What follows belongs to an exercise in optimizing a design on an open flow for small area and a short achievable clock period; a production flow would make more cautious choices.
Function was checked by simulation only, so behaviour that the tests miss may differ from the original.

## raven
## P_MUL
module P_MUL(
    clk,
    rst_n,
    in_1,
    in_2,
    in_3,
    in_4,
    in_valid,
    out_valid,
    out
);
Size: ~6,600 cells after synthesis, about 860 flip-flops, about 290 I/O pins, about 77,000 um2 of cells after synthesis.
export LEC_CHECK = 0
export CAP_MARGIN = 20
export CORE_MARGIN = 2
export CORE_UTILIZATION = 30
export PLACE_DENSITY = 0.5
export SLEW_MARGIN = 20
export SYNTH_HIERARCHICAL = 1
create_clock -name core_clock -period 9.0 [get_ports {clk}]
standard.sh (not shown) runs the stock make flow with config.mk's settings and CLKGATE_MAP_FILE= SYNTH_SCRIPT=/design/flow/synth_recipe.tcl, a recipe that flattens the netlist after the stock synthesis.
==> flow/flow/run.sh <==
#!/bin/bash
# Own layout flow: the standard layout (standard.sh: the standard synthesis
# and ORFS steps, unchanged) with two settings passed through the environment:
#  - the port buffers inserted before global placement are buf_2 cells
#    (every input and output port still gets its own buffer);
set -euo pipefail
export BUFFER_PORTS_ARGS="-buffer_cell sky130_fd_sc_hd__buf_2"
export SETUP_SLACK_MARGIN=5.8
bash standard.sh finish > standard.log 2>&1
Having completed the whole flow, raven delivered a layout that passed the timing, DRC and antenna checks.
Relative to raven, the following input files were edited for fjord:
==> flow/flow/run.sh <==
#!/bin/bash
set -euo pipefail
export BUFFER_PORTS_ARGS="-buffer_cell sky130_fd_sc_hd__buf_2"
export SETUP_SLACK_MARGIN=5.7
bash standard.sh synth > synth.log 2>&1
R=orfs/results/${FLOW_PLATFORM}/P_MUL/base
LIB=${FLOW_HOME}/platforms/${FLOW_PLATFORM}/lib/sky130_fd_sc_hd__tt_025C_1v80.lib \
ODB_IN=$R/1_synth.odb ODB_OUT=$R/1_synth.odb \
  openroad -no_init -exit flow/downsize.tcl > downsize.log 2>&1
touch $R/1_synth.sdc
bash standard.sh finish > standard.log 2>&1
==> flow/flow/downsize.tcl (new file) <==
# Downsize the combinational cells that synthesis (ABC) upsized to their
# smallest (_1) variant; timing repair later upsizes only where needed.
read_liberty $::env(LIB)
read_db $::env(ODB_IN)
set n 0
foreach inst [[ord::get_db_block] getInsts] {
  set m [[$inst getMaster] getName]
  if {[regexp {^(sky130_fd_sc_hd__(a22oi|a21oi|o21ai|o22ai|a21o|o21a|xnor2|xor2|nand2|nor2|nand3|nor3|inv|and2|or2|a211oi|o211ai|a31oi|o31ai|nand2b|nor2b|mux2i|a2bb2oi|o2bb2ai|xnor3|xor3|ha|fa))_([0-9]+)$} $m -> base kind size]} {
    if {$size > 1} {
      set new [[ord::get_db] findMaster ${base}_1]
      if {$new != "NULL"} { $inst swapMaster $new; incr n }
    }
  }
}
puts "downsized $n instances"
write_db $::env(ODB_OUT)
==> run summary <==
Having completed the whole flow, fjord delivered a layout that passed the timing, DRC and antenna checks.
Comparing fraction of area in registers for fjord and raven, the smaller number came from raven.
Looking only at combined buffer and inverter count along the critical path, and setting everything else aside, the lower value of fjord and raven goes to fjord.
Per the comparison of fjord with raven, proportion of cell area occupied by multi-input gates decreased by 0.99 points relative to the old numbers; timing-limited maximum frequency fell by about 4.5%; placement-stage cell area now sits lower; sum of net half-perimeters after detailed placement -about 7%; DRC violation count after routing comparable.
Number of cells on the worst reg-to-reg path: fjord vs raven down 1
Instance count of the mapped netlist delta (raven -> fjord): insignificant
### fjord -> indigo
--- a/flow/flow/run.sh
+++ b/flow/flow/run.sh
@@ -3,3 +3,3 @@
 export BUFFER_PORTS_ARGS="-buffer_cell sky130_fd_sc_hd__buf_2"
-export SETUP_SLACK_MARGIN=5.7
+export SETUP_SLACK_MARGIN=5.8
 bash standard.sh synth > synth.log 2>&1
Findings:
indigo vs. fjord: met3 track demand over resource rose by 2.1 points; layout overhead on the synthesized area grew by 2.4 points; number of clock buffers in the layout now smaller; maximum frequency from static timing analysis went up; relative area of clock buffers and inverters in the final design comparable.
Sort fjord and indigo by share of cells above drive strength 1, descending, and indigo comes first.
What indigo reported for wire length has to be multiplied by 0.927 to get the figure for fjord.

---

Setup of build 49:
Another version of the RTL of P_MUL (not shown whole).
Size in the first run: about 6600 cells after synthesis, ~860 flip-flops.
## P_MUL
module P_MUL(
    clk,
    rst_n,
    in_1,
    in_2,
    in_3,
    in_4,
    in_valid,
    out_valid,
    out
);
export LEC_CHECK = 0
export CAP_MARGIN = 20
export CORE_MARGIN = 2
export CORE_UTILIZATION = 30
export PLACE_DENSITY = 0.5
export SLEW_MARGIN = 20
export SYNTH_HIERARCHICAL = 1
create_clock -name core_clock -period 9.0 [get_ports {clk}]
==> flow/flow/run.sh <==
#!/bin/bash
# Own layout flow: the standard layout (standard.sh: the standard synthesis
# and ORFS steps, unchanged) with two settings passed through the environment:
#  - the port buffers inserted before global placement are buf_2 cells
#    (every input and output port still gets its own buffer);
set -euo pipefail
export BUFFER_PORTS_ARGS="-buffer_cell sky130_fd_sc_hd__buf_2"
export SETUP_SLACK_MARGIN=5.8
bash standard.sh finish > standard.log 2>&1
Build 49: PASS, flow complete, no timing, DRC or antenna violations
Setup changes, build 49 to build 10
- putting CTS_CLUSTER_DIAMETER at 100 where nothing was set
- putting CTS_CLUSTER_SIZE at 30 where nothing was set
## What came out
Build 10: no failed stages, no open violations at the end. Build 10 ended up with a lower antenna diode instance count than build 49 did. Compared with build 49, build 10 shows a total met2 wirelength after detailed routing that is about 0.47% lower. The maximum clock rate of build 10 falls short of that of build 49 by 0.0035 GHz. Delta (build 10 minus build 49): number of clock buffers in the layout dropped 51%, final cell count dropped 1.0%, number of global-route vias before repair dropped 0.98%.
What build 56 does differently from build 10 at the input level:
- CTS_CLUSTER_SIZE no longer set, was 30
- CTS_CLUSTER_DIAMETER no longer set, was 100
==> flow/flow/run.sh <==
#!/bin/bash
set -euo pipefail
export BUFFER_PORTS_ARGS="-buffer_cell sky130_fd_sc_hd__buf_2"
export SETUP_SLACK_MARGIN=5.8
bash standard.sh synth > synth.log 2>&1
R=orfs/results/${FLOW_PLATFORM}/P_MUL/base
LIB=${FLOW_HOME}/platforms/${FLOW_PLATFORM}/lib/sky130_fd_sc_hd__tt_025C_1v80.lib \
ODB_IN=$R/1_synth.odb ODB_OUT=$R/1_synth.odb \
  openroad -no_init -exit flow/downsize.tcl > downsize.log 2>&1
touch $R/1_synth.sdc
bash standard.sh finish > standard.log 2>&1
==> flow/flow/downsize.tcl (new file) <==
# Downsize the combinational cells that synthesis (ABC) upsized to their
# smallest (_1) variant; timing repair later upsizes only where needed.
read_liberty $::env(LIB)
read_db $::env(ODB_IN)
set n 0
foreach inst [[ord::get_db_block] getInsts] {
  set m [[$inst getMaster] getName]
  if {[regexp {^(sky130_fd_sc_hd__(a22oi|a21oi|o21ai|o22ai|a21o|o21a|xnor2|xor2|nand2|nor2|nand3|nor3|inv|and2|or2|a211oi|o211ai|a31oi|o31ai|nand2b|nor2b|mux2i|a2bb2oi|o2bb2ai|xnor3|xor3|ha|fa))_([0-9]+)$} $m -> base kind size]} {
    if {$size > 1} {
      set new [[ord::get_db] findMaster ${base}_1]
      if {$new != "NULL"} { $inst swapMaster $new; incr n }
    }
  }
}
puts "downsized $n instances"
write_db $::env(ODB_OUT)
==> comparison <==
The standard cells in build 56 occupy less silicon area than those in build 10 do.
Looking at time the worst path needs with I/O delays and setup across build 56 and build 10, the one that comes out higher is build 56.
Compared with build 10, build 56 shows initial detailed-routing violation count higher by 3292.
[compare] base=build 10 new=build 56: final critical-path share of the clock period increased by 0.45 points relative to the old numbers, fraction of standard cell area in multi-input logic now sits lower.
Build 56 vs. build 10: worst-case clock skew saw an increase, cell count along the critical path saw a decrease.
Having completed the whole flow, build 56 delivered a layout that passed the timing, DRC and antenna checks.
Diff build 10 -> build 56: utilization after layout now larger.

-- re-timing with driven ports --
No port has a modelled driver above. Below, the same layouts with a new extraction and two added sets of constraints. Step 1 assumes that a clkbuf_16 drives the clock port and a buf_2 every other input. Step 2 times the ports against the registers' clock, not the clock port: input delays grow and output delays shrink by t, the midpoint of the rising clock arrivals with the driver on. Slacks: ideal ports / drivers / drivers and shift; pairs: ideal ports / drivers.
| run | t (ns) | slack for setup (ns) | hold WS [ns] |
|---|---|---|---|
| raven | 0.867 | 5.761 / 5.761 / 5.012 | 0.320 / 0.320 / 0.320 |
| fjord | 0.859 | 5.606 / 5.606 / 4.944 | 0.325 / 0.325 / 0.325 |
| indigo | 0.873 | 5.704 / 5.704 / 5.022 | 0.326 / 0.326 / 0.326 |
| build 49 | 0.851 | 5.775 / 5.775 / 5.035 | 0.327 / 0.327 / 0.327 |
| build 10 | 0.835 | 5.738 / 5.769 / 4.972 | 0.338 / 0.338 / 0.338 |
| build 56 | 0.859 | 5.697 / 5.697 / 5.020 | 0.328 / 0.328 / 0.328 |
After both steps every run listed still meets setup and hold. For build 10, which loses most, drivers alone change the setup slack by +0.031 ns; drivers and shift together by -0.766 ns.
